This design comes from an exercise in tuning for small area and a short achievable clock period on the open sky130 flow, not from production work. Only simulation tests tie the RTL to the original design; equivalence was not proved. Power and IR drop assume default switching activity.

[flow/run.sh]
#!/bin/bash
# synth_recipe.tcl (not shown) runs the flow's synth.tcl, then flattens the netlist and writes it again
# the make line also repeats each setting of config.mk as NAME=value (left out here)
make -C /OpenROAD-flow-scripts/flow DESIGN_CONFIG=/design/flow/config.mk WORK_HOME=/design/flow/orfs CLKGATE_MAP_FILE= SYNTH_SCRIPT=/design/flow/synth_recipe.tcl finish
[flow/config.mk]
export PLATFORM = sky130hd
export DESIGN_NAME = pipelined_RISC
export DESIGN_NICKNAME = pipelined_RISC
export VERILOG_FILES = /design/flow/design.v
export SDC_FILE = /design/flow/constraint.sdc
export NUM_CORES = 4
export LEC_CHECK = 0
export CAP_MARGIN = 20
export CORE_MARGIN = 2
export CORE_UTILIZATION = 50
export CTS_CLUSTER_DIAMETER = 100
export CTS_CLUSTER_SIZE = 22
export SETUP_SLACK_MARGIN = 5
export SLEW_MARGIN = 20
[flow/constraint.sdc]
create_clock -name core_clock -period 8.0 [get_ports {clk}]
set_input_delay 1.6000 -clock core_clock [delete_from_list [all_inputs] [get_ports {clk}]]
set_output_delay 1.6000 -clock core_clock [all_outputs]
set_load 0.01 [all_outputs]
[flow/design.v]
module pipelined_RISC(clk, rst, start, imem_addr, imem_rdata, dmem_addr, dmem_wdata, dmem_we, dmem_re, dmem_rdata);
  input clk, rst, start;
  output [31:0] imem_addr;
  input  [31:0] imem_rdata;
  output [31:0] dmem_addr, dmem_wdata;
  output dmem_we, dmem_re;
  input  [31:0] dmem_rdata;
  reg  [31:2] pc;
  wire [31:2] pc_inc = pc + 30'd1;
  reg  [31:0] m_wdata;
  reg         m_take;
  always @(posedge clk or negedge rst)
    if (!rst)          pc <= 30'd0;
    else if (start)    pc <= 30'd0;
    else if (m_take)   pc <= m_wdata[31:2];
    else               pc <= pc_inc;
  assign imem_addr = {pc, 2'b00};
  wire [5:0] f_op  = imem_rdata[31:26];
  wire       f_isR = (f_op == 6'b000000);
  reg [31:0] d_sel1, d_sel2;    
  reg [15:0] d_imm;
  reg [31:2] d_pc;
  reg [4:0]  d_dest;
  reg        d_isR, d_isLW, d_isSW, d_isBEQ;
  reg [3:0]  d_fn;
  reg [31:0] R [0:31];
  reg [31:0] valid;
  reg [31:0] w_data;
  reg [31:0] w_en;              
  wire [31:0] valid_next = valid | w_en;
  integer k;
  always @(posedge clk)
      for (k = 0; k < 32; k = k + 1) begin
        d_sel1[k] <= (imem_rdata[25:21] == k) & valid_next[k];
        d_sel2[k] <= (imem_rdata[20:16] == k) & valid_next[k];
      end
  always @(posedge clk) begin
    d_imm <= imem_rdata[15:0];
    d_pc  <= pc_inc;
  end
  always @(posedge clk or negedge rst)
    if (!rst) begin
      d_dest <= 5'd0; d_isR <= 1'b1; d_isLW <= 1'b0; d_isSW <= 1'b0;
      d_isBEQ <= 1'b0; d_fn <= 4'b0110;
    end else begin
      d_dest  <= f_isR ? imem_rdata[15:11] : imem_rdata[20:16];
      d_isR   <= f_isR;
      d_isLW  <= (f_op == 6'b100011);
      d_isSW  <= (f_op == 6'b101011);
      d_isBEQ <= (f_op == 6'b000100);
      d_fn    <= imem_rdata[3:0];
    end
  wire f2  = d_fn[2];
  wire f1  = d_fn[1];
  wire f03 = d_fn[0] | d_fn[3];
  wire sub = (d_isR & ~f2 & f1) | d_isBEQ;    
  wire [31:0] se_imm = {{16{d_imm[15]}}, d_imm};
  wire use_rt = d_isR | d_isBEQ;
  wire [31:0] sel1 = d_sel1;
  wire [31:0] sel2 = d_sel2;
  reg  [31:0] rd1, rd2;
  integer j;
  always @(*) begin
    rd1 = 32'd0;
    rd2 = 32'd0;
    for (j = 0; j < 32; j = j + 1) begin
      rd1 = rd1 | ({32{sel1[j]}} & R[j]);
      rd2 = rd2 | ({32{sel2[j]}} & R[j]);
    end
  end
  reg [31:0] e_a, e_b, e_bx;
  reg [4:0]  e_dest;
  reg        e_regw, e_lw, e_sw, e_beq;
  reg        e_sub, e_arith, e_and, e_or, e_slt;
  always @(posedge clk) begin
    e_a      <= rd1;
    e_b      <= d_isBEQ ? {d_pc + se_imm[29:0], 2'b00} : rd2;
    e_bx     <= ({32{use_rt & ~sub}} & rd2) | ({32{use_rt & sub}} & ~rd2)
              | ({32{~use_rt}} & se_imm);
    e_dest   <= d_dest;
    e_sub    <= sub;
    e_arith  <= ~d_isR | (~f2 & ~f03);
    e_and    <= d_isR & f2 & ~f1 & ~f03;
    e_or     <= d_isR & f2 & ~f1 & f03;
    e_slt    <= d_isR & ~f2 & f1 & f03;
  end
  always @(posedge clk or negedge rst)
    if (!rst) begin
      e_regw <= 1'b0; e_lw <= 1'b0; e_sw <= 1'b0; e_beq <= 1'b0;
    end else begin
      e_regw <= d_isR | d_isLW;
      e_lw   <= d_isLW;
      e_sw   <= d_isSW;
      e_beq  <= d_isBEQ;
    end
  wire [33:0] sumx = {1'b0, e_a, 1'b1} + {1'b0, e_bx, e_sub};
  wire [32:0] sum  = sumx[33:1];
  wire [31:0] res  = ({32{e_arith}} & sum[31:0])
                   | ({32{e_and}} & (e_a & e_bx))
                   | ({32{e_or}}  & (e_a | e_bx))
                   | {31'd0, e_slt & ~sum[32]};
  wire eq = &(e_a ^ e_bx);
  reg [31:0] m_addr;
  reg [4:0]  m_dest;
  reg        m_we, m_re, m_regw;
  always @(posedge clk) begin
    m_addr   <= res;
    m_wdata  <= e_b;
    m_dest   <= e_dest;
  end
  always @(posedge clk or negedge rst)
    if (!rst) begin
      m_take <= 1'b0; m_we <= 1'b0; m_re <= 1'b0; m_regw <= 1'b0;
    end else begin
      m_take <= e_beq & eq;
      m_we   <= e_sw;
      m_re   <= e_lw;
      m_regw <= e_regw;
    end
  assign dmem_addr  = m_addr;
  assign dmem_wdata = m_wdata;
  assign dmem_we    = m_we;
  assign dmem_re    = m_re;
  always @(posedge clk)
    w_data <= m_re ? dmem_rdata : m_addr;
  integer i;
  always @(posedge clk or negedge rst)
    if (!rst) w_en <= 32'd0;
    else
      for (i = 0; i < 32; i = i + 1)
        w_en[i] <= m_regw & (m_dest == i);
  always @(posedge clk)
    for (i = 0; i < 32; i = i + 1)
      if (w_en[i]) R[i] <= w_data;
  always @(posedge clk or negedge rst)
    if (!rst) valid <= 32'd0;
    else      valid <= valid_next;
endmodule
==> reports/metrics.csv, run 1 <==
metric;value;unit
first_global_vias;42600;
clock.fmax;326;MHz
crit_path_cell_trace;buf_4 > a22o_1 > a221oi_1 > nand3_1 > or4_1 > nand2_1 > o31ai_1;
htreeDepth;3;
postCtsHoldBufs;0;
drive_above_1_share;9.78;%
max_stage_delay;0.89;ns
powerDensity;206;nW/um^2
syn2layout_area_growth;10.6;%
hold_depth;0;
critPathBufInv;1;
final_cells;5966;
initial_utilization;50.3;%
clk_latency;0.70;ns
clockRootBuffer;clkbuf_16;
grt-ovfl-total;0;
core_region_area;116000;um^2
clk_pin_slew;0.09;ns
regToRegSetupSlack;4.93;ns
finClkSkew;0.0281;ns
setup_tns;0;ns
num_vias;45500;
antenna_found_initial;15;
fin_nets;4525;
fp-row-count;125;
cts_sinks;1456;
timing.final.max_slew_violations;0;
arrival;3.62;ns
gp_congestion;0.913;
cp.required;8.55;ns
yosysTopAreaCellShare;52.6;%
syn_area_per_cell;13.8;um^2
die_height;346;um
hold_viol_final;0;
first_pass_iters;7;
setup.worst_path.class;flop to flop;
grt_max_degree;76;
path_depth;7;
ys_ff_latch;1456;
ys_warn_count;2;
synth_area_leader_cell;edfxtp_1;
track_usage;41.9;%
worstHoldPathType;flop to flop;
total_leakage_power;22.5;nW
synth_edf_count;1024;
cap_violations;0;
yosysUniqueCellTypes;78;
grt_pass1_wl;346000;um
r2r_cells;7;
worst_path_dominant_cell_family;simple AND/OR/NAND/NOR gates;
hpwl;129000;um
synth_area;58400;um^2
placedInstanceArea;61900;um^2
cts_buffers;76;
postSynth.asyncResetShare;7.90;%
cts_tree;yes;
rsz0062_at_grt;yes;
die_width;346;um
vias_per_cell;7.63;
relSlewSlack;17.6;%
stdcell_area;64600;um^2
ant_nets;0;
vdd_drop_max;0.150;mV
min_period;3.07;ns
startpoint_type;flop;
totalPowerFinal;13.3;mW
synth-main-ff-cell;edfxtp_1;
clockBufferDepth;3;
crit_fanout;27;
ioPinCount;165;
period_share;38.4;%
dp_cells;5772;
wl_per_cell;43.2;um
setup_viol;0;
synth-seq-area-share;68.4;%
port_buffers;162;
end_kind;flop;
synth_area_leaders;edfxtp_1, dfxtp_1, a22oi_1, dfrtp_1, ha_1;
drtIter0Drc;9021;
cp_slowest_cell;or4_1;
worstMarginPinSlew;1.24;ns
route.detailed.drc;0;
synth_cells;4242;
routed_wl;258000;um
status;complete, no violations;
die_area;120000;um^2
## power by group
group	switching [mW]	internal [mW]
registers	0.192	8.23
clock network	2.51	1.88
logic	0.314	0.185
total	3.01	10.3
## path summary, 6_finish.rpt
| kind | start | to |
|---|---|---|
| min in group asynchronous | rst | pc[21]$_DFF_PN0_ |
| max in group asynchronous | rst | d_isR$_DFF_PN1_ |
| setup reg to reg | d_sel2[25]$_DFF_P_ | e_b[22]$_DFF_P_ |
| hold reg to reg | e_b[8]$_DFF_P_ | m_wdata[8]$_DFF_P_ |
| setup / recovery | d_sel2[25]$_DFF_P_ | e_b[22]$_DFF_P_ |
| hold / removal | e_b[8]$_DFF_P_ | m_wdata[8]$_DFF_P_ |
## layer usage
| layer | vias to the layer above | track usage (%) | routed length [um] |
|---|---|---|---|
| met3 | 1344 | 18.8 | 44700 |
| li1 | 17300 | - | - |
| met5 | - | 0 | 106 |
| met1 | 22100 | 51.9 | 86000 |
| met4 | 16 | 25.9 | 20800 |
| met2 | 4795 | 60.0 | 106000 |
## synthesized netlist by cell type, drive strengths merged (7+ instances only)
cell	instances
a21o	34
buf	31
nand2	123
a21oi	80
xnor2	45
or2	7
a22o	130
mux2	34
dfxtp	317
or4	64
ha	94
dfrtp	112
nor3	103
nand2b	12
o21a	18
o31ai	7
edfxtp	1024
a22oi	764
nor2b	22
mux2i	37
or3	8
clkbuf	227
xor2	25
o221ai	27
o21ai	38
and3	15
a221oi	131
nand3b	15
nor2	162
nand4	143
a221o	15
inv	134
nand3	157
## per-stage QoR
step / setup slack [ns] / hold WS [ns] / util [%]
floorplan: 5.13 / 0.310 / -
global placement: 4.55 / 0.311 / 53.3
CTS: 4.73 / 0.331 / 55.4
global route: 4.97 / 0.337 / 55.6
detailed placement: 4.57 / 0.312 / 53.3
finish: 4.93 / 0.330 / 55.7
## cells in the final DEF, fill, tap and decap left out, drive strengths merged, types with 7 or more instances in the layout
| cell type | n |
|---|---|
| edfxtp | 1024 |
| a22oi | 764 |
| dfxtp | 317 |
| nor2 | 162 |
| nand3 | 157 |
| nand4 | 143 |
| buf | 139 |
| inv | 139 |
| clkbuf | 136 |
| a221oi | 131 |
| a22o | 130 |
| nand2 | 123 |
| dfrtp | 112 |
| nor3 | 103 |
| ha | 94 |
| dlygate4sd2 | 83 |
| a21oi | 80 |
| clkdlybuf4s50 | 64 |
| or4 | 64 |
| xnor2 | 45 |
| o21ai | 38 |
| mux2i | 37 |
| mux2 | 34 |
| a21o | 34 |
| o221ai | 27 |
| xor2 | 25 |
| nor2b | 22 |
| o21a | 18 |
| diode | 16 |
| nand3b | 15 |
| a221o | 15 |
| and3 | 15 |
| nand2b | 12 |
| clkdlybuf4s15 | 12 |
| or3 | 8 |
| o31ai | 7 |
| or2 | 7 |
## state kept, by name, summed over array words and instances (netlist names), 16 cells and up
register,cells
e_bx,32
w_data,32
d_pc,30
valid,32
R,1024
m_addr,32
w_en,32
pc,30
d_sel1,32
e_b,32
d_imm,16
e_a,32
m_wdata,32
d_sel2,32
## cell families after synthesis
kind of cell / share of synthesized area (%)
fa+ha+maj: 2.08
simple gates: 7.59
compound gates: 17.0
other cells: 0.00642
mux: 1.29
xor+xnor: 1.05
flops: 68.4
buf+inv: 2.53
## what timing repair did
item,CTS,global route
pin swaps,7,18
resized for setup,131,45
buffers inserted,26,8
endpoints found under the setup margin,105,23
## cell type report
class	count	area (um^2)
Clock buffer	136	2180
Fill cell	9394	51400
Multi-Input combinational cell	2395	17200
Antenna cell	16	40.0
Sequential cell	1456	40100
Inverter	134	503
Clock inverter	6	67.6
Tap cell	1524	1910
Timing Repair Buffer	299	2590
==> inputs of run 2 (changes only) <==
==> flow/flow/run.sh (new file) <==
#!/bin/bash
set -euo pipefail
bash standard.sh SETUP_SLACK_MARGIN=5.3 finish > flow_make.log 2>&1
==> flow/standard.sh (new file) <==
#!/bin/bash
# synth_recipe.tcl (not shown) runs the flow's synth.tcl, then flattens the netlist and writes it again
# the make line also repeats each setting of config.mk as NAME=value (left out here)
make -C /OpenROAD-flow-scripts/flow DESIGN_CONFIG=/design/flow/config.mk WORK_HOME=/design/flow/orfs CLKGATE_MAP_FILE= SYNTH_SCRIPT=/design/flow/synth_recipe.tcl "${@:-finish}"
--- a/flow/config.mk
+++ b/flow/config.mk
@@ -12,3 +12,3 @@
 export CTS_CLUSTER_SIZE = 22
-export SETUP_SLACK_MARGIN = 5
 export SLEW_MARGIN = 20
+export TNS_END_PERCENT = 10
removed: flow/run.sh
==> reports/metrics.csv, run 2 <==
metric;value;unit;change
status;complete, no violations;;
setup_ws;4.95;ns;+0.0191 ns
num_vias;45400;;-0.31%
syn_area_per_cell;13.8;um^2;unchanged
cts_sinks;1456;;unchanged
drtIter0Drc;9338;;+3.5%
timing.final.max_slew_violations;0;;unchanged
gp_congestion;0.923;;+1.1%
arrival;3.61;ns;about the same
clock.fmax;328;MHz;+0.63%
port_buffers;162;;unchanged
finClkSkew;0.0457;ns;+0.0176 ns
worstMarginPinSlew;1.16;ns;-0.0800 ns
cts_buffers;76;;unchanged
startpoint_type;flop;;
routed_wl;257000;um;-0.18%
layout_common_cells;edfxtp_1, a22oi_1, dfxtp_1;;
synth_edf_count;1024;;unchanged
synth_area_leader_cell;edfxtp_1;;
relSlewSlack;22.9;%;+5.3 points
syn2layout_area_growth;11.7;%;
track_usage;41.7;%;-0.23 points
setup.worst_path.class;flop to flop;;
clockBufferDepth;3;;unchanged
grt_pass1_wl;344000;um;-0.50%
final_common_cell;edfxtp_1;;
clk_pin_slew;0.10;ns;about the same
postCtsHoldBufs;0;;unchanged
utilization;56.2;%;+0.52 points
hold_end;m_dest[2]$_DFF_P_;;
first_pass_iters;10;;+3
stdcell_area;65200;um^2;+0.93%
die_width;346;um;unchanged
rr_endpoint;e_bx[23]$_DFF_P_;;
antenna_found_initial;29;;+14
regToRegSetupSlack;4.95;ns;+0.02 ns
wl_per_cell;42.9;um;-0.75%
ioPinCount;165;;unchanged
placedInstanceArea;61900;um^2;about the same
end_kind;flop;;
powerDensity;204;nW/um^2;-0.81%
synth_cells;4242;;unchanged
whs;0.328;ns;-0.00231 ns
total_leakage_power;22.5;nW;about the same
synth_area_leaders;edfxtp_1, dfxtp_1, a22oi_1, dfrtp_1, ha_1;;
clockRootBuffer;clkbuf_16;;
fin_nets;4558;;+0.73%
ys_warn_count;2;;unchanged
hold_viol_final;0;;unchanged
fp-row-count;125;;unchanged
yosysUniqueCellTypes;78;;unchanged
setup_tns;0;ns;unchanged
ys_ff_latch;1456;;unchanged
dp_cells;5770;;-0.035%
vias_per_cell;7.56;;-0.87%
period_share;38.1;%;-0.24 points
hpwl;130000;um;+0.48%
initial_utilization;50.3;%;unchanged
largest_register_ffs;1024;;unchanged
hold_depth;0;;unchanged
die_area;120000;um^2;unchanged
setup_viol;0;;unchanged
grt_max_degree;76;;unchanged
yosysTopAreaCellShare;52.6;%;unchanged
worstHoldPathType;flop to flop;;
min_from;e_dest[2]$_DFF_P_;;
route.detailed.drc;0;;unchanged
max_flop_register;R;;
totalPowerFinal;13.3;mW;+0.11%
synth.most_common_cell;edfxtp_1;;
drive_above_1_share;13.3;%;+3.5 points
synth_area;58400;um^2;unchanged
crit_fanout;27;;unchanged
ant_nets;0;;unchanged
final_cells;6000;;+0.57%
cap_violations;0;;unchanged
pre_cts_ws;4.59;ns;+0.0170 ns
synth-seq-area-share;68.4;%;unchanged
clk_latency;0.73;ns;+0.03 ns
grt-ovfl-total;0;;unchanged
core_region_area;116000;um^2;unchanged
rsz0062_at_grt;yes;;
htreeDepth;3;;unchanged
min_period;3.05;ns;-0.0191 ns
cp.required;8.56;ns;about the same
synthTopCellsByCount;edfxtp_1, a22oi_1, dfxtp_1;;
vdd_drop_max;0.157;mV;+4.6%
cts_tree;yes;;
r2r-start;d_sel2[12]$_DFF_P_;;
die_height;346;um;unchanged
postSynth.asyncResetShare;7.90;%;unchanged
r2r_cells;6;;-1
synth-main-ff-cell;edfxtp_1;;
first_global_vias;42400;;-0.26%
run 2: cell counts after synthesis:
No cell type changed its count.
run 2: worst max path at each step:
stage / start / endpoint / slack, ns
3_3_place_gp: imem_rdata[27] / d_dest[4]$_DFF_PN0_ / 4.59
5_1_grt: pc[24]$_DFF_PN0_ / imem_addr[24] / 5.05
3_5_place_dp: imem_rdata[27] / d_dest[0]$_DFF_PN0_ / 4.59
6_report: d_sel2[12]$_DFF_P_ / e_bx[23]$_DFF_P_ / 4.95
4_1_cts: m_re$_DFF_PN0_ / dmem_re / 5.07
2_1_floorplan: imem_rdata[27] / d_dest[2]$_DFF_PN0_ / 5.20
run 2: kinds of logic (layout without fill, tap and decap cells):
logic type	after synthesis	after routing	share of synthesized area [%]
flip-flops	1456	1456	68.4
multiplexers	71	71	1.29
adder cells (fa/ha/maj)	96	96	2.08
AND/OR/NAND/NOR	853	853	7.59
buffers and inverters	392	605	2.53
XOR/XNOR	70	70	1.05
other	1	22	0.00642
AO/OA/AOI/OAI	1303	1303	17.0
run 2: layer usage:
layer / up-vias / wire length [um] / global-route usage (%)
met5: - / 157 / 0.0800
met1: 22000 / 84700 / 51.2
li1: 17300 / - / -
met4: 22 / 20900 / 25.3
met3: 1330 / 45900 / 19.7
met2: 4677 / 105000 / 59.7
run 2: cell type report:
type	instances	area, um^2
Clock buffer	133	2160
Fill cell	9435	50800
Sequential cell	1456	40200
Antenna cell	20	50.0
Clock inverter	6	71.3
Multi-Input combinational cell	2395	17500
Tap cell	1524	1910
Inverter	134	503
Timing Repair Buffer	332	2840
run 2: worst max-delay path, cell delays in order, from the launching register on:
cell     delay, ns
dfxtp_2       0.61
buf_4         0.72
a22oi_1       0.21
nand4_1       0.13
or4_1         0.79
mux2i_1       0.28
nand2_1       0.10
run 2: where the power goes:
part           internal [mW]  total [mW]  switching (mW)
clock network           1.87        4.37            2.50
registers               8.23        8.43           0.193
logic                  0.206       0.532           0.326
total                   10.3        13.3            3.02
run 2: what timing repair did:
item                                    CTS  global route
gates resized for setup                 315           123
endpoints found under the setup margin  152           185
pin swaps                                10            49
hold endpoints to repair                  0             0
buffers inserted                         37            34
==> inputs of run 3 (changes only) <==
==> flow/flow/run.sh (replaced) <==
#!/bin/bash
set -euo pipefail
bash standard.sh SETUP_SLACK_MARGIN=5.35 \
  "BUFFER_PORTS_ARGS=-buffer_cell sky130_fd_sc_hd__buf_2" \
  finish > flow_make.log 2>&1
==> reports/metrics.csv, run 3 <==
metric;value;unit;change
synth_area_leaders;edfxtp_1, dfxtp_1, a22oi_1, dfrtp_1, ha_1;;
ys_warn_count;2;;unchanged
synth_cells;4242;;unchanged
cts_buffers;76;;unchanged
drive_above_1_share;14.5;%;+1.2 points
port_buffers;162;;unchanged
first_global_vias;42600;;+0.29%
synthTopCellsByCount;edfxtp_1, a22oi_1, dfxtp_1;;
initial_utilization;50.3;%;unchanged
postSynth.asyncResetShare;7.90;%;unchanged
routed_wl;257000;um;about the same
synth-main-ff-cell;edfxtp_1;;
max_stage_delay;0.86;ns;+0.07 ns
synth.most_common_cell;edfxtp_1;;
worstHoldPathType;flop to flop;;
startpoint_type;flop;;
wl_per_cell;43.2;um;+0.75%
cap_violations;0;;unchanged
layout_common_cells;edfxtp_1, a22oi_1, dfxtp_1;;
min_period;3.02;ns;-0.0340 ns
grt_pass1_wl;345000;um;+0.41%
period_share;37.7;%;-0.43 points
core_region_area;116000;um^2;unchanged
clk_latency;0.71;ns;-0.02 ns
drtIter0Drc;9046;;-3.1%
track_usage;41.8;%;+0.085 points
grt-ovfl-total;0;;unchanged
hold_viol_final;0;;unchanged
clk_pin_slew;0.09;ns;about the same
end_kind;flop;;
largest_register_ffs;1024;;unchanged
vias_per_cell;7.60;;+0.53%
first_pass_iters;7;;-3
cp.required;8.53;ns;-0.03 ns
worstMarginPinSlew;1.22;ns;+0.0614 ns
ioPinCount;165;;unchanged
hpwl;130000;um;about the same
rsz0062_at_grt;yes;;
clockBufferDepth;3;;unchanged
yosysUniqueCellTypes;78;;unchanged
max_flop_register;R;;
clock.fmax;332;MHz;+1.1%
status;complete, no violations;;
synth_edf_count;1024;;unchanged
synth_area_leader_cell;edfxtp_1;;
p_clk_share;32.8;%;about the same
crit_path_cell_trace;buf_4 > a22o_1 > a221oi_1 > nand3_1 > or4_1 > nor2_2 > a311oi_1;;
die_height;346;um;unchanged
setup_tns;0;ns;unchanged
pwr-share-seq;63.5;%;+0.3 points
die_area;120000;um^2;unchanged
cts_tree;yes;;
fp-row-count;125;;unchanged
placedInstanceArea;61100;um^2;-1.3%
switchingPower;2.97;mW;-1.7%
htreeDepth;3;;unchanged
postCtsHoldBufs;0;;unchanged
clockRootBuffer;clkbuf_16;;
syn_area_per_cell;13.8;um^2;unchanged
grt_max_degree;69;;-9.2%
p_sw_share;22.4;%;-0.30 points
intPower;10.3;mW;about the same
gp_congestion;0.919;;-0.44%
setup_viol;0;;unchanged
syn2layout_area_growth;10.0;%;
vdd_drop_max;0.144;mV;-8.2%
cts_sinks;1456;;unchanged
fin_nets;4527;;-0.68%
final_common_cell;edfxtp_1;;
yosysTopAreaCellShare;52.6;%;unchanged
route.detailed.drc;0;;unchanged
timing.final.max_slew_violations;0;;unchanged
ant_nets;0;;unchanged
arrival;3.54;ns;-0.07 ns
total_leakage_power;22.4;nW;-0.57%
crit_fanout;32;;+19%
p_comb_share;3.7;%;-0.3 points
setup.worst_path.class;flop to flop;;
cp_slowest_cell;or4_1;;
stdcell_area;64300;um^2;-1.5%
ys_ff_latch;1456;;unchanged
powerDensity;207;nW/um^2;+1.1%
finClkSkew;0.0365;ns;-0.00930 ns
synth-seq-area-share;68.4;%;unchanged
die_width;346;um;unchanged
num_vias;45200;;-0.26%
synth_area;58400;um^2;unchanged
antenna_found_initial;18;;-38%
relSlewSlack;18.8;%;-4.1 points
## run 3: cell count changes in the layout (fill, tap and decap cells not counted), sizes merged
| cell | previous run | this run |
|---|---|---|
| dlygate4sd2 | 20 | 0 |
| buf | 200 | 301 |
| clkdlybuf4s15 | 43 | 0 |
| clkdlybuf4s50 | 65 | 0 |
| inv | 139 | 136 |
| clkinv | 1 | 0 |
| clkbuf | 137 | 130 |
| diode | 20 | 11 |
## run 3: layout make-up
| cell class | count | area, um^2 |
|---|---|---|
| multi-input combinational | 2395 | 17500 |
| antenna | 11 | 27.5 |
| clock inverter | 2 | 20.0 |
| inverter | 134 | 503 |
| timing repair buffer | 301 | 1960 |
| fill | 9474 | 51800 |
| clock buffer | 130 | 2210 |
| tap | 1524 | 1910 |
| sequential | 1456 | 40200 |
## run 3: repair_timing
item                                    CTS  global route
endpoints found under the setup margin  153           200
pin swaps                                21            21
setup buffers                            22            16
resized for setup                        95            59
hold endpoints to repair                  0             0
## run 3: worst max-delay path: cells and delay by family (launching register included)
kind / cells / cell delay, ns
compound gates: 3 / 0.66
buf+inv: 1 / 0.43
flops: 1 / 0.32
simple gates: 3 / 1.42
## run 3: worst paths after layout
path | start | end | slack (ns) | cells after the start
worst min-delay path | e_b[22]$_DFF_P_ | m_wdata[22]$_DFF_P_ | 0.33 | 0
max in group asynchronous | rst | m_re$_DFF_PN0_ | 5.60 | 2
min in group asynchronous | rst | d_fn[0]$_DFF_PN0_ | 0.93 | 1
worst max register to register | d_sel2[24]$_DFF_P_ | e_b[16]$_DFF_P_ | 4.98 | 7
worst max-delay path | d_sel2[24]$_DFF_P_ | e_b[16]$_DFF_P_ | 4.98 | 7
worst min register to register | e_b[22]$_DFF_P_ | m_wdata[22]$_DFF_P_ | 0.33 | 0
## run 3: cells by family (layout without fill, tap and decap cells)
family | Yosys count | after routing | share of synthesized area (%)
XOR/XNOR | 70 | 70 | 1.05
multiplexers | 71 | 71 | 1.29
flip-flops | 1456 | 1456 | 68.4
AND/OR/NAND/NOR | 853 | 853 | 7.59
other | 1 | 13 | 0.00642
AO/OA/AOI/OAI | 1303 | 1303 | 17.0
adder cells (fa/ha/maj) | 96 | 96 | 2.08
buffers and inverters | 392 | 567 | 2.53
## run 3: metrics by stage
stage | hold slack (ns) | setup slack [ns] | util [%] | cells | total power, mW
2_1_floorplan | 0.310 | 5.20 | - | 4243 | 8.74
5_1_grt | 0.336 | 5.07 | 55.3 | 5942 | 13.6
4_1_cts | 0.332 | 5.07 | 55.0 | 5926 | 13.2
3_5_place_dp | 0.312 | 4.78 | 52.6 | 5772 | 9.02
6_report | 0.331 | 4.98 | 55.4 | 5953 | 13.3
3_3_place_gp | 0.311 | 4.83 | 52.6 | 5772 | 9.02
## run 3: power groups by stage
stage	Clock, mW	Combinational (mW)	Sequential, mW
final	4.36	0.491	8.43
after global routing	4.62	0.517	8.45
after CTS	4.34	0.462	8.42
after detailed placement	0	0.428	8.59
after global placement	0	0.429	8.59
after floorplan	0	0.216	8.52
## run 3: routing by layer
metal	track usage (%)	share of wire [%]	vias up
met2	58.9	40	4678
met5	0.240	0.073	-
met1	51.7	33	21900
met3	19.3	18	1394
met4	26.9	8.6	20
li1	-	-	17300
==> inputs of run 4 (changes only) <==
==> flow/flow/run.sh (replaced) <==
#!/bin/bash
set -euo pipefail
bash standard.sh SETUP_SLACK_MARGIN=5.5 \
  "BUFFER_PORTS_ARGS=-buffer_cell sky130_fd_sc_hd__buf_2" \
  finish > flow_make.log 2>&1
==> reports/metrics.csv, run 4 <==
metric;value;unit;change
status;complete, no violations;;
crit_path_cell_trace;buf_4 > a22o_1 > a221oi_1 > nand3_1 > or4_1 > nor2_1 > a21oi_1;;
yosysUniqueCellTypes;78;;unchanged
num_vias;45400;;+0.34%
port_buffers;162;;unchanged
vias_per_cell;7.61;;+0.12%
pwr-share-seq;63.4;%;about the same
drive_above_1_share;15.4;%;+0.83 points
finClkSkew;0.0382;ns;+0.00174 ns
fillers;9479;;+0.053%
synth_top_family_by_area;compound AO/OA/AOI/OAI gates;;
p_sw_share;22.4;%;about the same
cp_slowest_cell;or4_1;;
htreeDepth;3;;unchanged
synthTopCellsByCount;edfxtp_1, a22oi_1, dfxtp_1;;
crit_fanout;24;;-25%
synth_cells;4242;;unchanged
cts_buffers;76;;unchanged
clockRootBuffer;clkbuf_16;;
timing.final.max_slew_violations;0;;unchanged
routed_wl;257000;um;-0.15%
track_usage;41.8;%;+0.043 points
hpwl;130000;um;unchanged
powerDensity;206;nW/um^2;-0.36%
intPower;10.3;mW;about the same
hold_viol_final;0;;unchanged
worstMarginPinSlew;1.23;ns;+0.00789 ns
synth_compound_area_share;17.0;%;unchanged
max_flop_register;R;;
switchingPower;2.97;mW;+0.16%
fin_nets;4543;;+0.35%
p_comb_share;3.8;%;about the same
route.detailed.drc;0;;unchanged
die_height;346;um;unchanged
synth-seq-area-share;68.4;%;unchanged
total_leakage_power;22.5;nW;+0.40%
synth-main-ff-cell;edfxtp_1;;
ys_ff_latch;1456;;unchanged
setup_tns;0;ns;unchanged
wl_per_cell;43.0;um;-0.37%
seq_area;40200;um^2;about the same
relSlewSlack;18.3;%;-0.53 points
synth_fa_ha_area_share;2.08;%;unchanged
cts_tree;yes;;
cap_violations;0;;unchanged
syn_area_per_cell;13.8;um^2;unchanged
min_period;2.98;ns;-0.0318 ns
pre_cts_ws;4.78;ns;unchanged
grt-ovfl-total;0;;unchanged
clockBufferDepth;3;;unchanged
postSynth.asyncResetShare;7.90;%;unchanged
ioPinCount;165;;unchanged
grt_use_met1;51.9;%;+0.19 points
die_width;346;um;unchanged
synth-xor-area-share;1.05;%;unchanged
final_common_cell;edfxtp_1;;
syn2layout_area_growth;10.5;%;
synth_area;58400;um^2;unchanged
fp-row-count;125;;unchanged
synth.most_common_cell;edfxtp_1;;
yosysTopAreaCellShare;52.6;%;unchanged
cp.required;8.54;ns;about the same
vdd_drop_max;0.146;mV;+0.97%
first_pass_iters;8;;+1
synth_area_leaders;edfxtp_1, dfxtp_1, a22oi_1, dfrtp_1, ha_1;;
critPathBufInv;1;;unchanged
use_met2;59.0;%;+0.13 points
grt_use_met3;19.1;%;-0.26 points
initial_utilization;50.3;%;unchanged
synth_area_leader_cell;edfxtp_1;;
max_stage_delay;0.68;ns;-0.18 ns
busiest_layer;met2;;
worstHoldPathType;flop to flop;;
totalPowerFinal;13.3;mW;about the same
rsz0062_at_grt;yes;;
end_kind;flop;;
clk_pin_slew;0.09;ns;about the same
multi_input_area;17500;um^2;+0.34%
clk_latency;0.71;ns;about the same
setup.worst_path.class;flop to flop;;
core_region_area;116000;um^2;unchanged
largest_register_ffs;1024;;unchanged
grt_max_degree;69;;unchanged
clock.fmax;335;MHz;+1.1%
startpoint_type;flop;;
setup_ws;5.02;ns;+0.0318 ns
first_global_vias;42700;;+0.34%
utilization;55.6;%;+0.24 points
drtIter0Drc;9270;;+2.5%
ant_nets;0;;unchanged
synthSimpleGateAreaFrac;7.59;%;unchanged
gp_congestion;0.919;;unchanged
ys_warn_count;2;;unchanged
grt_pass1_wl;346000;um;+0.12%
layout_common_cells;edfxtp_1, a22oi_1, dfxtp_1;;
cts_sinks;1456;;unchanged
synth_edf_count;1024;;unchanged
setup_viol;0;;unchanged
synth_mux_area_share;1.29;%;unchanged
antenna_found_initial;19;;+1
p_clk_share;32.8;%;about the same
die_area;120000;um^2;unchanged
worst_path_dominant_cell_family;simple AND/OR/NAND/NOR gates;;
period_share;37.3;%;-0.40 points
arrival;3.53;ns;about the same
## run 4: cell counts after synthesis
No cell type changed its count.
## run 4: layer usage
| metal | wire length [um] | part of all wire, % | up-vias |
|---|---|---|---|
| met5 | 241 | 0.094 | - |
| met4 | 22100 | 8.6 | 22 |
| met3 | 45300 | 18 | 1403 |
| met2 | 104000 | 40 | 4794 |
| met1 | 85200 | 33 | 21900 |
| li1 | - | - | 17300 |
## run 4: worst register-to-register path, cell delays in order (launching register included)
cell	delay, ns
dfxtp_2	0.47
buf_4	0.43
a22o_1	0.32
a221oi_1	0.23
nand3_1	0.15
or4_1	0.68
nor2_1	0.42
a21oi_1	0.12
## run 4: layout make-up
| type | instances | area share (%) |
|---|---|---|
| clock inverters | 2 | 0.0310 |
| multi-input cells | 2395 | 27.2 |
| clock buffers | 130 | 3.43 |
| diodes | 8 | 0.0310 |
| well taps | 1524 | 2.96 |
| repair buffers | 317 | 3.35 |
| flip-flops and latches | 1456 | 62.3 |
| inverters | 134 | 0.779 |
## run 4: worst paths after layout
| check | from | to | slack (ns) | cells past startpoint |
|---|---|---|---|---|
| worst max-delay path | d_sel2[0]$_DFF_P_ | e_b[10]$_DFF_P_ | 5.02 | 7 |
| worst min-delay path | e_b[22]$_DFF_P_ | m_wdata[22]$_DFF_P_ | 0.33 | 0 |
| worst max register to register | d_sel2[0]$_DFF_P_ | e_b[10]$_DFF_P_ | 5.02 | 7 |
| worst min register to register | e_b[22]$_DFF_P_ | m_wdata[22]$_DFF_P_ | 0.33 | 0 |
| max in group asynchronous | rst | m_re$_DFF_PN0_ | 5.60 | 2 |
| min in group asynchronous | rst | d_fn[0]$_DFF_PN0_ | 0.93 | 1 |
## run 4: stage by stage
stage               cells  hold slack (ns)  instance area (um^2)
detailed placement   5772            0.312                 61100
global placement     5772            0.311                 61100
global route         5958            0.336                 64500
floorplan            4243            0.310                 58400
finish               5966            0.331                 64500
CTS                  5931            0.332                 64000
## run 4: power groups by stage
stage	clock (mW)	sequential, mW	combinational [mW]
6_report	4.36	8.43	0.499
5_1_grt	4.62	8.45	0.525
4_1_cts	4.34	8.42	0.471
3_5_place_dp	0	8.59	0.428
3_3_place_gp	0	8.59	0.429
2_1_floorplan	0	8.52	0.216
## run 4: cell families after synthesis
group	count (synthesis)
AO/OA/AOI/OAI	1303
XOR/XNOR	70
adder cells (fa/ha/maj)	96
buffers and inverters	392
flip-flops	1456
multiplexers	71
other	1
AND/OR/NAND/NOR	853
## run 4: what timing repair did
action,in CTS,in global routing
pin swaps,36,20
setup endpoints to repair,177,263
buffers inserted,27,27
resized for setup,133,67
hold buffers,0,0
==> inputs of run 5 (changes only) <==
--- a/flow/design.v
+++ b/flow/design.v
@@ -28,3 +28,5 @@
   reg [31:0] w_data;
-  reg [31:0] w_en;              
+  reg [4:0]  w_dest;
+  reg        w_regw;
+  wire [31:0] w_en = {31'd0, w_regw} << w_dest;    
   wire [31:0] valid_next = valid | w_en;
@@ -123,10 +125,10 @@
   assign dmem_re    = m_re;
-  always @(posedge clk)
+  always @(posedge clk) begin
     w_data <= m_re ? dmem_rdata : m_addr;
+    w_dest <= m_dest;
+  end
+  always @(posedge clk or negedge rst)
+    if (!rst) w_regw <= 1'b0;
+    else      w_regw <= m_regw;
   integer i;
-  always @(posedge clk or negedge rst)
-    if (!rst) w_en <= 32'd0;
-    else
-      for (i = 0; i < 32; i = i + 1)
-        w_en[i] <= m_regw & (m_dest == i);
   always @(posedge clk)
==> reports/metrics.csv, run 5 <==
metric;value;unit;change
antenna_found_initial;18;;-1
synth-main-ff-cell;edfxtp_1;;
min_period;2.92;ns;-0.0632 ns
intPower;10.1;mW;-1.9%
r2r-start;d_sel2[31]$_DFF_P_;;
arrival;3.46;ns;-0.07 ns
die_height;343;um;-0.82%
synth_edf_count;1024;;unchanged
startpoint;d_sel2[31]$_DFF_P_;;
synth.most_common_cell;edfxtp_1;;
synth_compound_area_share;17.0;%;-0.025 points
r2r_cells;7;;unchanged
port_buffers;162;;unchanged
syn_area_per_cell;13.9;um^2;+0.94%
track_usage;42.3;%;+0.46 points
period_share;36.5;%;-0.79 points
htreeDepth;3;;unchanged
synth-seq-area-share;68.4;%;about the same
clock.fmax;342;MHz;+2.2%
rsz0062_at_grt;yes;;
vdd_drop_max;0.145;mV;-0.64%
drtIter0Drc;8554;;-7.7%
total_leakage_power;22.1;nW;-1.7%
cts_buffers;75;;-1.3%
ioPinCount;165;;unchanged
powerDensity;205;nW/um^2;-0.53%
synthSimpleGateAreaFrac;7.56;%;-0.027 points
setup_tns;0;ns;unchanged
syn2layout_area_growth;11.2;%;
cts_tree;yes;;
synth_mux_area_share;1.21;%;-0.081 points
status;complete, no violations;;
first_pass_iters;9;;+1
postCtsHoldBufs;0;;unchanged
regToRegSetupSlack;5.08;ns;+0.06 ns
layout_common_cells;edfxtp_1, a22oi_1, dfxtp_1;;
yosysUniqueCellTypes;74;;-5.1%
rr_endpoint;e_b[30]$_DFF_P_;;
gp_congestion;0.930;;+1.2%
synth_area;57400;um^2;-1.7%
fin_nets;4459;;-1.8%
synth_area_leaders;edfxtp_1, dfxtp_1, a22oi_1, dfrtp_1, ha_1;;
fp-row-count;124;;-0.80%
ys_warn_count;2;;unchanged
synth_area_leader_cell;edfxtp_1;;
wl_per_cell;43.5;um;+1.1%
hold_viol_final;0;;unchanged
synth_fa_ha_area_share;2.12;%;+0.035 points
synthTopCellsByCount;edfxtp_1, a22oi_1, dfxtp_1;;
first_global_vias;41700;;-2.3%
initial_utilization;50.3;%;about the same
num_vias;45200;;-0.53%
p_comb_share;3.8;%;about the same
startpoint_type;flop;;
cp-endpoint;e_b[30]$_DFF_P_;;
setup.worst_path.class;flop to flop;;
postSynth.asyncResetShare;5.87;%;-2.0 points
worstHoldPathType;flop to flop;;
largest_register_ffs;1024;;unchanged
grt-ovfl-total;0;;unchanged
crit_fanout;19;;-21%
use_met2;60.3;%;+1.3 points
busiest_layer;met2;;
grt_use_met1;52.6;%;+0.77 points
die_width;343;um;-0.82%
synth_cells;4133;;-2.6%
cap_violations;0;;unchanged
grt_max_degree;62;;-10%
worstMarginPinSlew;1.23;ns;+0.00503 ns
p_sw_share;22.6;%;+0.27 points
routed_wl;255000;um;-0.49%
timing.final.max_slew_violations;0;;unchanged
max_flop_register;R;;
grt_pass1_wl;340000;um;-1.7%
final_common_cell;edfxtp_1;;
clockRootBuffer;clkbuf_16;;
ys_ff_latch;1430;;-1.8%
p_clk_share;32.7;%;about the same
core_region_area;114000;um^2;-1.6%
yosysTopAreaCellShare;53.5;%;+0.89 points
setup_viol;0;;unchanged
synth_top_family_by_area;compound AO/OA/AOI/OAI gates;;
route.detailed.drc;0;;unchanged
hpwl;125000;um;-3.9%
ant_nets;0;;unchanged
grt_use_met3;18.8;%;-0.26 points
clk_pin_slew;0.10;ns;about the same
switchingPower;2.96;mW;-0.39%
cp.required;8.54;ns;about the same
relSlewSlack;17.9;%;-0.34 points
pwr-share-seq;63.5;%;about the same
clockBufferDepth;3;;unchanged
whs;0.315;ns;-0.0167 ns
synth-xor-area-share;1.20;%;+0.15 points
vias_per_cell;7.69;;+1.0%
die_area;118000;um^2;-1.6%
clk_latency;0.71;ns;about the same
drive_above_1_share;16.2;%;+0.80 points
cts_sinks;1430;;-1.8%
finClkSkew;0.0286;ns;-0.00957 ns
end_kind;flop;;
run 5: changes by cell type in the layout (fill, tap and decap cells not counted), sizes merged, moves of 9 or more:
cell,delta
a21oi,-10
dfrtp,-31
a21o,-16
buf,+15
nor2b,+38
a22oi,+16
a221o,+21
xor2,+10
o221ai,-27
nand2,-47
nor3,-9
run 5: timing repair:
item	CTS	global route
setup endpoints to repair	174	365
buffers inserted	38	33
gates resized for setup	90	61
pin swaps	45	32
run 5: stage by stage:
step | instances | area [um^2] | worst slack (ns) | utilization [%] | power, mW
floorplan | 4134 | 57600 | 5.20 | - | 8.62
global placement | 5659 | 60400 | 4.84 | 52.9 | 8.88
detailed placement | 5659 | 60400 | 4.84 | 52.9 | 8.89
CTS | 5828 | 63300 | 5.08 | 55.4 | 13.0
global route | 5862 | 63800 | 5.01 | 55.9 | 13.4
finish | 5875 | 63900 | 5.08 | 55.9 | 13.1
run 5: worst max-delay path, stage by stage (launching register included):
cell and delay, ns:
dfxtp_2 0.61, buf_4 0.46, a22o_1 0.27, a221oi_1 0.32, nand3_1 0.11, or4_1 0.57, nor2_1 0.30, a21oi_1 0.08
run 5: cells by family (layout without fill, tap and decap cells):
logic type / count (synthesis) / after routing
AOI/OAI and AO/OA: 1272 / 1272
xor gates and xnor gates: 79 / 79
adders and majority gates: 96 / 96
DFF: 1430 / 1430
and+or+nand+nor: 815 / 815
buffers and inverters: 375 / 591
other: 1 / 15
muxes: 65 / 65
run 5: metal layers:
layer	vias to the layer above	wire length, um
li1	17000	-
met1	22000	84700
met2	4812	104000
met3	1391	44700
met4	21	21400
met5	-	231
run 5: area by class of cell:
cell class	instances	area, um^2
flip-flops and latches	1430	39500
inverters	128	480
well taps	1512	1890
clock buffers	127	2110
multi-input cells	2329	17600
repair buffers	332	2220
diodes	13	32.5
clock inverters	4	43.8
fillers	9243	50300
run 5: how the worst min path moves through the flow:
stage	cells past startpoint	slack, ns	start	end
detailed placement	0	0.31	e_b[27]$_DFF_P_	m_wdata[27]$_DFF_P_
global placement	0	0.31	e_b[7]$_DFF_P_	m_wdata[7]$_DFF_P_
global route	0	0.33	e_b[5]$_DFF_P_	m_wdata[5]$_DFF_P_
finish	0	0.31	e_b[5]$_DFF_P_	m_wdata[5]$_DFF_P_
CTS	0	0.31	e_b[5]$_DFF_P_	m_wdata[5]$_DFF_P_
floorplan	0	0.31	e_dest[0]$_DFF_P_	m_dest[0]$_DFF_P_
run 5: power groups by stage:
stage | combinational (mW) | sequential, mW | clock (mW)
after floorplan | 0.226 | 8.39 | 0
after CTS | 0.465 | 8.29 | 4.26
final | 0.500 | 8.30 | 4.28
after detailed placement | 0.431 | 8.46 | 0
after global routing | 0.528 | 8.32 | 4.51
after global placement | 0.429 | 8.45 | 0
==> inputs of run 6 (changes only) <==
==> flow/flow/run.sh (replaced) <==
#!/bin/bash
set -euo pipefail
bash standard.sh SETUP_SLACK_MARGIN=5.35 \
  "BUFFER_PORTS_ARGS=-buffer_cell sky130_fd_sc_hd__buf_2" \
  finish > flow_make.log 2>&1
==> reports/metrics.csv, run 6 <==
metric;value;unit;change
final_cells;5854;;-0.36%
ioPinCount;165;;unchanged
rsz0062_at_grt;yes;;
wl_per_cell;43.4;um;-0.22%
cts_sinks;1430;;unchanged
grt_pass1_wl;339000;um;-0.12%
synth_area_leader_cell;edfxtp_1;;
yosysUniqueCellTypes;74;;unchanged
synth-main-ff-cell;edfxtp_1;;
worstHoldPathType;flop to flop;;
synth_area_leaders;edfxtp_1, dfxtp_1, a22oi_1, dfrtp_1, ha_1;;
initial_utilization;50.3;%;unchanged
synth_area;57400;um^2;unchanged
worstMarginPinSlew;1.21;ns;-0.0215 ns
stdcell_area;63500;um^2;-0.56%
fillers;9240;;-0.032%
vdd_drop_max;0.163;mV;+12%
max_flop_register;R;;
cap_violations;0;;unchanged
synth.most_common_cell;edfxtp_1;;
setup_tns;0;ns;unchanged
period_share;37.2;%;+0.66 points
clk_pin_slew;0.09;ns;about the same
vias_per_cell;7.63;;-0.75%
gp_congestion;0.924;;-0.59%
clockRootBuffer;clkbuf_16;;
synthTopCellsByCount;edfxtp_1, a22oi_1, dfxtp_1;;
hpwl;130000;um;+4.0%
end_kind;flop;;
syn2layout_area_growth;10.5;%;
ys_warn_count;2;;unchanged
die_width;343;um;unchanged
drive_above_1_share;15.0;%;-1.1 points
clock.fmax;336;MHz;-1.8%
die_area;118000;um^2;unchanged
track_usage;42.2;%;-0.087 points
postSynth.asyncResetShare;5.87;%;unchanged
cts_tree;yes;;
placedInstanceArea;60300;um^2;-0.12%
core_region_area;114000;um^2;unchanged
status;complete, no violations;;
first_pass_iters;12;;+3
grt_max_degree;64;;+3.2%
die_height;343;um;unchanged
fp-row-count;124;;unchanged
arrival;3.52;ns;+0.06 ns
htreeDepth;3;;unchanged
ant_nets;0;;unchanged
total_leakage_power;21.9;nW;-0.80%
final_common_cell;edfxtp_1;;
min_period;2.97;ns;+0.0525 ns
startpoint_type;flop;;
clk_latency;0.71;ns;about the same
setup.worst_path.class;flop to flop;;
largest_register_ffs;1024;;unchanged
cts_buffers;74;;-1.3%
layout_common_cells;edfxtp_1, a22oi_1, dfxtp_1;;
finClkSkew;0.0317;ns;+0.00313 ns
route.detailed.drc;0;;unchanged
totalPowerFinal;13.1;mW;-0.15%
drtIter0Drc;9118;;+6.6%
fin_nets;4430;;-0.65%
relSlewSlack;19.2;%;+1.3 points
antenna_found_initial;14;;-4
dp_cells;5656;;-0.053%
cp.required;8.55;ns;about the same
yosysTopAreaCellShare;53.5;%;unchanged
grt-ovfl-total;0;;unchanged
whs;0.332;ns;+0.0173 ns
synth_edf_count;1024;;unchanged
setup_viol;0;;unchanged
postCtsHoldBufs;0;;unchanged
hold_viol_final;0;;unchanged
num_vias;44700;;-1.1%
ys_ff_latch;1430;;unchanged
port_buffers;162;;unchanged
first_global_vias;41900;;+0.51%
timing.final.max_slew_violations;0;;unchanged
syn_area_per_cell;13.9;um^2;unchanged
powerDensity;206;nW/um^2;+0.41%
routed_wl;254000;um;-0.58%
synth_cells;4133;;unchanged
synth-seq-area-share;68.4;%;unchanged
clockBufferDepth;3;;unchanged
crit_fanout;20;;+1
run 6: cell counts after synthesis:
No cell type changed its count.
run 6: cell families (layout without fill, tap and decap cells):
| family | after synthesis | in the layout | synth area share, % |
|---|---|---|---|
| AOI/OAI and AO/OA | 1272 | 1272 | 17.0 |
| adders and majority gates | 96 | 96 | 2.12 |
| other | 1 | 16 | 0.00653 |
| buffers and inverters | 375 | 569 | 2.50 |
| muxes | 65 | 65 | 1.21 |
| xor gates and xnor gates | 79 | 79 | 1.20 |
| DFF | 1430 | 1430 | 68.4 |
| and+or+nand+nor | 815 | 815 | 7.56 |
run 6: timing repair:
item | CTS | global route
pin swaps | 37 | 33
setup buffers | 23 | 24
endpoints found under the setup margin | 175 | 223
gates resized for setup | 61 | 77
run 6: critical path: stages (launching register included):
cell and delay, ns:
dfxtp_2 0.54, buf_4 0.42, a221oi_1 0.41, nand3_1 0.10, or4_1 0.82, a221o_1 0.52
run 6: layer usage:
layer | share of wire [%] | vias up | wire length, um | track usage [%]
met5 | 0.093 | - | 237 | 0.601
li1 | - | 16900 | - | -
met1 | 33 | 21700 | 83800 | 52.0
met3 | 17 | 1398 | 44300 | 18.6
met2 | 41 | 4643 | 104000 | 60.7
met4 | 8.5 | 8 | 21600 | 26.7
run 6: area by class of cell:
class / count / area [um^2] / area share [%]
Clock buffer: 136 / 2190 / 3.45
Antenna cell: 14 / 35.0 / 0.0552
Inverter: 128 / 480 / 0.757
Tap cell: 1512 / 1890 / 2.98
Sequential cell: 1430 / 39500 / 62.1
Timing Repair Buffer: 304 / 1980 / 3.12
Multi-Input combinational cell: 2329 / 17500 / 27.5
Clock inverter: 1 / 8.76 / 0.0138
run 6: power breakdown:
group | internal [mW] | switching, mW | leakage, nW
Combinational | 0.175 | 0.302 | 7.87
Clock | 1.87 | 2.41 | 1.05
Sequential | 8.10 | 0.201 | 13.0
run 6: stage by stage:
| stage | worst slack, ns | utilization, % |
|---|---|---|
| 2_1_floorplan | 5.20 | - |
| 3_3_place_gp | 4.66 | 52.8 |
| 3_5_place_dp | 4.68 | 52.8 |
| 4_1_cts | 5.06 | 55.2 |
| 5_1_grt | 5.08 | 55.6 |
| 6_report | 5.03 | 55.6 |
run 6: final timing paths:
path	start	cells after the start	end	slack, ns
min reg2reg	e_b[3]$_DFF_P_	0	m_wdata[3]$_DFF_P_	0.33
max	d_sel2[25]$_DFF_P_	5	e_bx[10]$_DFF_P_	5.03
max in group asynchronous	rst	2	valid[5]$_DFF_PN0_	6.03
min	e_b[3]$_DFF_P_	0	m_wdata[3]$_DFF_P_	0.33
max reg2reg	d_sel2[25]$_DFF_P_	5	e_bx[10]$_DFF_P_	5.03
min in group asynchronous	rst	1	m_re$_DFF_PN0_	0.90
==> inputs of run 7 (changes only) <==
==> flow/flow/run.sh (replaced) <==
#!/bin/bash
set -euo pipefail
bash standard.sh SETUP_SLACK_MARGIN=5.35 MATCH_CELL_FOOTPRINT=0 \
  "BUFFER_PORTS_ARGS=-buffer_cell sky130_fd_sc_hd__buf_2" \
  finish > flow_make.log 2>&1
==> reports/metrics.csv, run 7 <==
metric;value;unit;change
drive_above_1_share;13.9;%;-1.1 points
fillers;9242;;+0.022%
vias_per_cell;7.68;;+0.73%
routed_wl;255000;um;+0.47%
synth-seq-area-share;68.4;%;unchanged
r2r_cells;7;;+2
drtIter0Drc;8987;;-1.4%
r2r-start;d_sel2[26]$_DFF_P_;;
synth_cells;4133;;unchanged
yosysUniqueCellTypes;74;;unchanged
fp-row-count;124;;unchanged
end_kind;flop;;
timing.final.max_slew_violations;0;;unchanged
cp.required;8.57;ns;+0.02 ns
clockBufferDepth;3;;unchanged
min_from;e_b[10]$_DFF_P_;;
ys_warn_count;2;;unchanged
ant_nets;0;;unchanged
synth-main-ff-cell;edfxtp_1;;
grt-ovfl-total;0;;unchanged
gp_congestion;0.906;;-2.0%
synth_area;57400;um^2;unchanged
seq_area;39400;um^2;about the same
yosysTopAreaCellShare;53.5;%;unchanged
critPathBufInv;1;;unchanged
setup_tns;0;ns;unchanged
synth_area_leader_cell;edfxtp_1;;
cp_slowest_cell;or4_1;;
crit_fanout;25;;+25%
finClkSkew;0.0414;ns;+0.00970 ns
die_width;343;um;unchanged
worstHoldPathType;flop to flop;;
rr_endpoint;e_bx[20]$_DFF_P_;;
htreeDepth;3;;unchanged
max_flop_register;R;;
worst_path_dominant_cell_family;simple AND/OR/NAND/NOR gates;;
crit_path_cell_trace;buf_4 > a22o_1 > a221oi_1 > nand3_1 > or4_1 > mux2i_1 > nand2_1;;
clockRootBuffer;clkbuf_16;;
min_period;2.99;ns;+0.0166 ns
first_pass_iters;11;;-1
wl_per_cell;43.8;um;+0.99%
antenna_found_initial;19;;+5
rsz0062_at_grt;yes;;
cts_buffers;74;;unchanged
cap_violations;0;;unchanged
hpwl;128000;um;-0.86%
layout_common_cells;edfxtp_1, a22oi_1, dfxtp_1;;
vdd_drop_max;0.138;mV;-15%
ys_ff_latch;1430;;unchanged
track_usage;42.6;%;+0.35 points
hold_depth;0;;unchanged
cts_tree;yes;;
startpoint_type;flop;;
regToRegSetupSlack;5.01;ns;-0.02 ns
final_common_cell;edfxtp_1;;
postSynth.asyncResetShare;5.87;%;unchanged
die_height;343;um;unchanged
grt_max_degree;64;;unchanged
period_share;37.4;%;+0.21 points
grt_pass1_wl;341000;um;+0.58%
synth_area_leaders;edfxtp_1, dfxtp_1, a22oi_1, dfrtp_1, ha_1;;
syn2layout_area_growth;9.97;%;
die_area;118000;um^2;unchanged
final_cells;5824;;-0.51%
synth.most_common_cell;edfxtp_1;;
clk_latency;0.71;ns;about the same
max_stage_delay;0.79;ns;-0.03 ns
cts_sinks;1430;;unchanged
hold_viol_final;0;;unchanged
total_leakage_power;21.8;nW;-0.59%
clk_pin_slew;0.09;ns;about the same
multi_input_area;17400;um^2;-0.43%
num_vias;44800;;+0.22%
port_buffers;162;;unchanged
hold_end;m_wdata[10]$_DFF_P_;;
powerDensity;207;nW/um^2;+0.68%
fin_nets;4408;;-0.50%
ioPinCount;165;;unchanged
largest_register_ffs;1024;;unchanged
setup.worst_path.class;flop to flop;;
setup_viol;0;;unchanged
core_region_area;114000;um^2;unchanged
route.detailed.drc;0;;unchanged
utilization;55.3;%;-0.29 points
status;complete, no violations;;
worstMarginPinSlew;1.20;ns;-0.00925 ns
synthTopCellsByCount;edfxtp_1, a22oi_1, dfxtp_1;;
first_global_vias;41800;;-0.46%
synth_edf_count;1024;;unchanged
relSlewSlack;20.0;%;+0.73 points
syn_area_per_cell;13.9;um^2;unchanged
clock.fmax;334;MHz;-0.55%
arrival;3.56;ns;+0.04 ns
dp_cells;5657;;+0.018%
initial_utilization;50.3;%;unchanged
[run 7: cells by family (layout without fill, tap and decap cells)]
| logic type | count (synthesis) | count (layout) | synth area share [%] |
|---|---|---|---|
| flip-flops | 1430 | 1430 | 68.4 |
| AO/OA/AOI/OAI | 1272 | 1272 | 17.0 |
| AND/OR/NAND/NOR | 815 | 815 | 7.56 |
| buffers and inverters | 375 | 543 | 2.50 |
| adder cells (fa/ha/maj) | 96 | 96 | 2.12 |
| XOR/XNOR | 79 | 79 | 1.20 |
| multiplexers | 65 | 65 | 1.21 |
| other | 1 | 12 | 0.00653 |
[run 7: stage by stage]
| step | power [mW] | hold WS [ns] | setup slack (ns) | cell area (um^2) |
|---|---|---|---|---|
| floorplan | 8.61 | 0.310 | 5.21 | 57500 |
| global placement | 8.88 | 0.310 | 4.71 | 60300 |
| detailed placement | 8.89 | 0.312 | 4.71 | 60300 |
| CTS | 13.0 | 0.328 | 5.06 | 63000 |
| global route | 13.4 | 0.336 | 4.92 | 63100 |
| finish | 13.1 | 0.327 | 5.01 | 63200 |
[run 7: worst max path at each step]
stage	slack, ns	from	cells past startpoint	to
finish	5.01	d_sel2[26]$_DFF_P_	7	e_bx[20]$_DFF_P_
global route	4.92	d_pc[2]$_DFF_P_	13	e_b[30]$_DFF_P_
CTS	5.06	pc[13]$_DFF_PN0_	1	imem_addr[13]
detailed placement	4.71	d_imm[1]$_DFF_P_	11	e_b[31]$_DFF_P_
global placement	4.71	d_imm[0]$_DFF_P_	13	e_b[30]$_DFF_P_
floorplan	5.21	e_a[5]$_DFF_P_	12	m_addr[30]$_DFF_P_
[run 7: area by class of cell]
class                   count  area share, %
multi-input cells        2329           27.5
well taps                1512           2.99
clock inverters             1         0.0139
clock buffers             132           3.44
inverters                 128          0.765
diodes                     10         0.0396
flip-flops and latches   1430           62.4
repair buffers            282           2.79
[run 7: timing repair]
item / CTS / global route
buffers inserted: 20 / 4
hold buffers: 0 / 0
pin swaps: 35 / 28
endpoints found under the setup margin: 178 / 229
cloned: 0 / 0
resized for setup: 60 / 31
[run 7: routing by layer]
metal  vias up  global-route usage (%)  wire [um]
li1      16800                       -          -
met1     21800                    51.8      83900
met2      4703                    61.7     106000
met3      1367                    19.4      44300
met4        16                    26.2      20600
met5         -                       0        136
[run 7: worst reg2reg max path: cells and delay by family, from the launching register on]
kind / cells / cell delay (ns)
muxes: 1 / 0.26
buffers and inverters: 1 / 0.47
and+or+nand+nor: 3 / 0.95
DFF: 1 / 0.48
AOI/OAI and AO/OA: 2 / 0.70
[run 7: where the power goes]
part | internal, mW | switching (mW) | leakage, nW | total (mW)
clock | 1.86 | 2.44 | 1.04 | 4.30
sequential | 8.10 | 0.202 | 13.0 | 8.31
combinational | 0.169 | 0.304 | 7.74 | 0.472
total | 10.1 | 2.94 | 21.8 | 13.1
==> inputs of run 8 (changes only) <==
==> flow/flow/run.sh (replaced) <==
#!/bin/bash
set -euo pipefail
bash standard.sh SETUP_SLACK_MARGIN=5.7 \
  "BUFFER_PORTS_ARGS=-buffer_cell sky130_fd_sc_hd__buf_2" \
  finish > flow_make.log 2>&1
==> reports/metrics.csv, run 8 <==
metric;value;unit;change
port_buffers;162;;unchanged
synth_cells;4133;;unchanged
first_global_vias;42500;;+1.7%
num_vias;44900;;+0.39%
track_usage;42.5;%;-0.074 points
hold_depth;0;;unchanged
cp.required;6.40;ns;-2.17 ns
ys_ff_latch;1430;;unchanged
worstMarginPinSlew;1.20;ns;-0.00501 ns
first_pass_iters;10;;-1
yosysTopAreaCellShare;53.5;%;unchanged
synth_top_family_by_area;compound AO/OA/AOI/OAI gates;;
ant_nets;0;;unchanged
setup_viol;0;;unchanged
r2r-start;d_sel2[7]$_DFF_P_;;
route.detailed.drc;0;;unchanged
final_common_cell;edfxtp_1;;
p_clk_share;32.6;%;-0.3 points
synth_mux_area_share;1.21;%;unchanged
die_area;118000;um^2;unchanged
clockRootBuffer;clkbuf_16;;
synthSimpleGateAreaFrac;7.56;%;unchanged
largest_register_ffs;1024;;unchanged
min_from;e_b[13]$_DFF_P_;;
grt_max_degree;65;;+1.6%
powerDensity;203;nW/um^2;-2.2%
setup_tns;0;ns;unchanged
fp-row-count;124;;unchanged
synth_edf_count;1024;;unchanged
cts_sinks;1430;;unchanged
clockBufferDepth;3;;unchanged
r2r_cells;6;;-1
wl_per_cell;43.3;um;-1.2%
cts_tree;yes;;
synth-xor-area-share;1.20;%;unchanged
p_sw_share;22.3;%;-0.16 points
vias_per_cell;7.61;;-1.0%
worstHoldPathType;flop to flop;;
fin_nets;4488;;+1.8%
clk_latency;0.70;ns;about the same
core_region_area;114000;um^2;unchanged
status;complete, no violations;;
gp_congestion;0.913;;+0.79%
finClkSkew;0.0359;ns;-0.00552 ns
hold_end;m_wdata[13]$_DFF_P_;;
cap_violations;0;;unchanged
relSlewSlack;20.3;%;+0.33 points
max_flop_register;R;;
critPathBufInv;1;;unchanged
total_leakage_power;22.4;nW;+2.8%
crit_path_cell_trace;buf_6;;
routed_wl;255000;um;+0.16%
vdd_drop_max;0.192;mV;+39%
synth-seq-area-share;68.4;%;unchanged
postSynth.asyncResetShare;5.87;%;unchanged
clock.fmax;343;MHz;+2.6%
crit_fanout;2;;-92%
syn2layout_area_growth;12.5;%;
syn_area_per_cell;13.9;um^2;unchanged
synthTopCellsByCount;edfxtp_1, a22oi_1, dfxtp_1;;
antenna_found_initial;15;;-4
startpoint;m_re$_DFF_PN0_;;
rsz0062_at_grt;yes;;
synth.most_common_cell;edfxtp_1;;
rr_endpoint;e_bx[3]$_DFF_P_;;
synth_area;57400;um^2;unchanged
min_period;2.91;ns;-0.0748 ns
clk_pin_slew;0.09;ns;about the same
worst_path_dominant_cell_family;flip-flops;;
drive_above_1_share;17.6;%;+3.7 points
synth_area_leader_cell;edfxtp_1;;
synth_fa_ha_area_share;2.12;%;unchanged
hold_viol_final;0;;unchanged
end_kind;output pin;;
initial_utilization;50.3;%;unchanged
grt-ovfl-total;0;;unchanged
arrival;1.31;ns;-2.25 ns
intPower;10.2;mW;+0.27%
synth-main-ff-cell;edfxtp_1;;
period_share;36.4;%;-0.94 points
timing.final.max_slew_violations;0;;unchanged
fillers;9130;;-1.2%
utilization;56.6;%;+1.3 points
regToRegSetupSlack;5.10;ns;+0.09 ns
drtIter0Drc;9289;;+3.4%
die_height;343;um;unchanged
hpwl;125000;um;-2.8%
synth_compound_area_share;17.0;%;unchanged
max_stage_delay;0.51;ns;-0.28 ns
p_comb_share;3.9;%;+0.3 points
yosysUniqueCellTypes;74;;unchanged
synth_area_leaders;edfxtp_1, dfxtp_1, a22oi_1, dfrtp_1, ha_1;;
ioPinCount;165;;unchanged
setup.worst_path.class;flop to output pin;;
htreeDepth;3;;unchanged
cp_slowest_cell;dfrtp_4;;
cts_buffers;74;;unchanged
grt_pass1_wl;342000;um;+0.15%
ys_warn_count;2;;unchanged
die_width;343;um;unchanged
startpoint_type;flop;;
totalPowerFinal;13.1;mW;about the same
pwr-share-seq;63.5;%;about the same
switchingPower;2.93;mW;-0.64%
layout_common_cells;edfxtp_1, a22oi_1, dfxtp_1;;
## run 8: cell counts after synthesis
No cell type changed its count.
## run 8: per-stage QoR
step | std cells | worst slack [ns] | hold WS [ns] | area (um^2)
5_1_grt | 5892 | 5.04 | 0.329 | 64600
2_1_floorplan | 4134 | 5.20 | 0.310 | 57700
4_1_cts | 5846 | 5.05 | 0.327 | 63800
3_3_place_gp | 5650 | 4.89 | 0.310 | 60400
6_report | 5906 | 5.09 | 0.323 | 64600
3_5_place_dp | 5651 | 4.87 | 0.312 | 60400
## run 8: worst max-delay path by stage
stage / end / slack (ns) / cells past startpoint
floorplan: d_dest[0]$_DFF_PN0_ / 5.20 / 6
detailed placement: e_b[30]$_DFF_P_ / 4.87 / 13
finish: dmem_re / 5.09 / 1
global route: e_b[30]$_DFF_P_ / 5.04 / 13
global placement: e_b[30]$_DFF_P_ / 4.89 / 13
CTS: dmem_re / 5.05 / 1
## run 8: routing by layer
metal | up-vias | global-route usage, % | part of all wire, %
met5 | - | 0 | 0.031
met4 | 12 | 25.9 | 8.0
met3 | 1351 | 18.4 | 18
met2 | 4764 | 61.7 | 42
met1 | 21800 | 52.5 | 33
li1 | 17000 | - | -
## run 8: logic make-up after synthesis
| kind of cell | Yosys count |
|---|---|
| DFF | 1430 |
| buffers and inverters | 375 |
| xor gates and xnor gates | 79 |
| and+or+nand+nor | 815 |
| AOI/OAI and AO/OA | 1272 |
| other | 1 |
| muxes | 65 |
| adders and majority gates | 96 |
## run 8: layout make-up
type,instances,area [um^2],share of cell area [%]
Sequential cell,1430,39500,61.2
Antenna cell,15,37.5,0.0581
Timing Repair Buffer,360,2810,4.35
Clock inverter,1,8.76,0.0136
Clock buffer,129,2160,3.35
Tap cell,1512,1890,2.93
Multi-Input combinational cell,2331,17700,27.4
Inverter,128,480,0.743
## run 8: what timing repair did
action                     4_1_cts  5_1_grt
pin swaps                       48       44
gates resized for setup        148      107
setup buffers                   63       45
cloned                           2        0
hold buffers                     0        0
setup endpoints to repair      858     1188
## run 8: power groups by stage
stage	clock network [mW]	logic [mW]	registers [mW]
floorplan	0	0.231	8.39
global placement	0	0.429	8.46
detailed placement	0	0.434	8.46
CTS	4.24	0.471	8.29
global route	4.49	0.543	8.32
finish	4.27	0.514	8.31

==> separate check: timing with driven ports <==
The flow's constraints put no driver on any port. The routed layouts listed below were extracted and timed again, unchanged, in two steps. Step 1 (the two cells are an assumption about what drives the block):
set clk [get_ports {clk}]
set_driving_cell -lib_cell sky130_fd_sc_hd__clkbuf_16 $clk
set_driving_cell -lib_cell sky130_fd_sc_hd__buf_2 [delete_from_list [all_inputs] $clk]
Step 2 times the ports against the registers' clock, not the clock port: input delays grow and output delays shrink by t, the midpoint of the rising clock arrivals with the driver on. a / b / c = ideal ports / drivers / drivers and shift; a / b = the first two.
run | t, ns | setup WS [ns] | worst hold slack (ns) | latest minus earliest clock arrival (ns) | worst slew at a driven data input, ns
run 1 | 0.769 | 4.931 / 4.931 / 4.561 | 0.330 / 0.330 / 0.330 | 0.029 / 0.030 | 0.09
run 2 | 0.788 | 4.950 / 4.950 / 4.557 | 0.328 / 0.328 / 0.328 | 0.047 / 0.047 | 0.08
run 3 | 0.768 | 4.984 / 4.984 / 4.855 | 0.331 / 0.331 / 0.331 | 0.041 / 0.042 | 0.07
run 4 | 0.768 | 5.016 / 5.016 / 4.862 | 0.331 / 0.331 / 0.331 | 0.042 / 0.042 | 0.07
run 5 | 0.772 | 5.079 / 5.022 / 4.840 | 0.315 / 0.315 / 0.315 | 0.034 / 0.035 | 0.07
run 6 | 0.760 | 5.027 / 5.027 / 5.009 | 0.332 / 0.332 / 0.332 | 0.033 / 0.033 | 0.05
run 7 | 0.768 | 5.010 / 5.000 / 5.010 | 0.327 / 0.327 / 0.327 | 0.041 / 0.041 | 0.05
run 8 | 0.759 | 5.085 / 5.012 / 4.995 | 0.323 / 0.323 / 0.323 | 0.037 / 0.038 | 0.06
After both steps setup and hold are still met in every run listed. For run 2, which loses most, drivers alone change the setup slack by 0.000 ns; drivers and shift together by -0.393 ns.
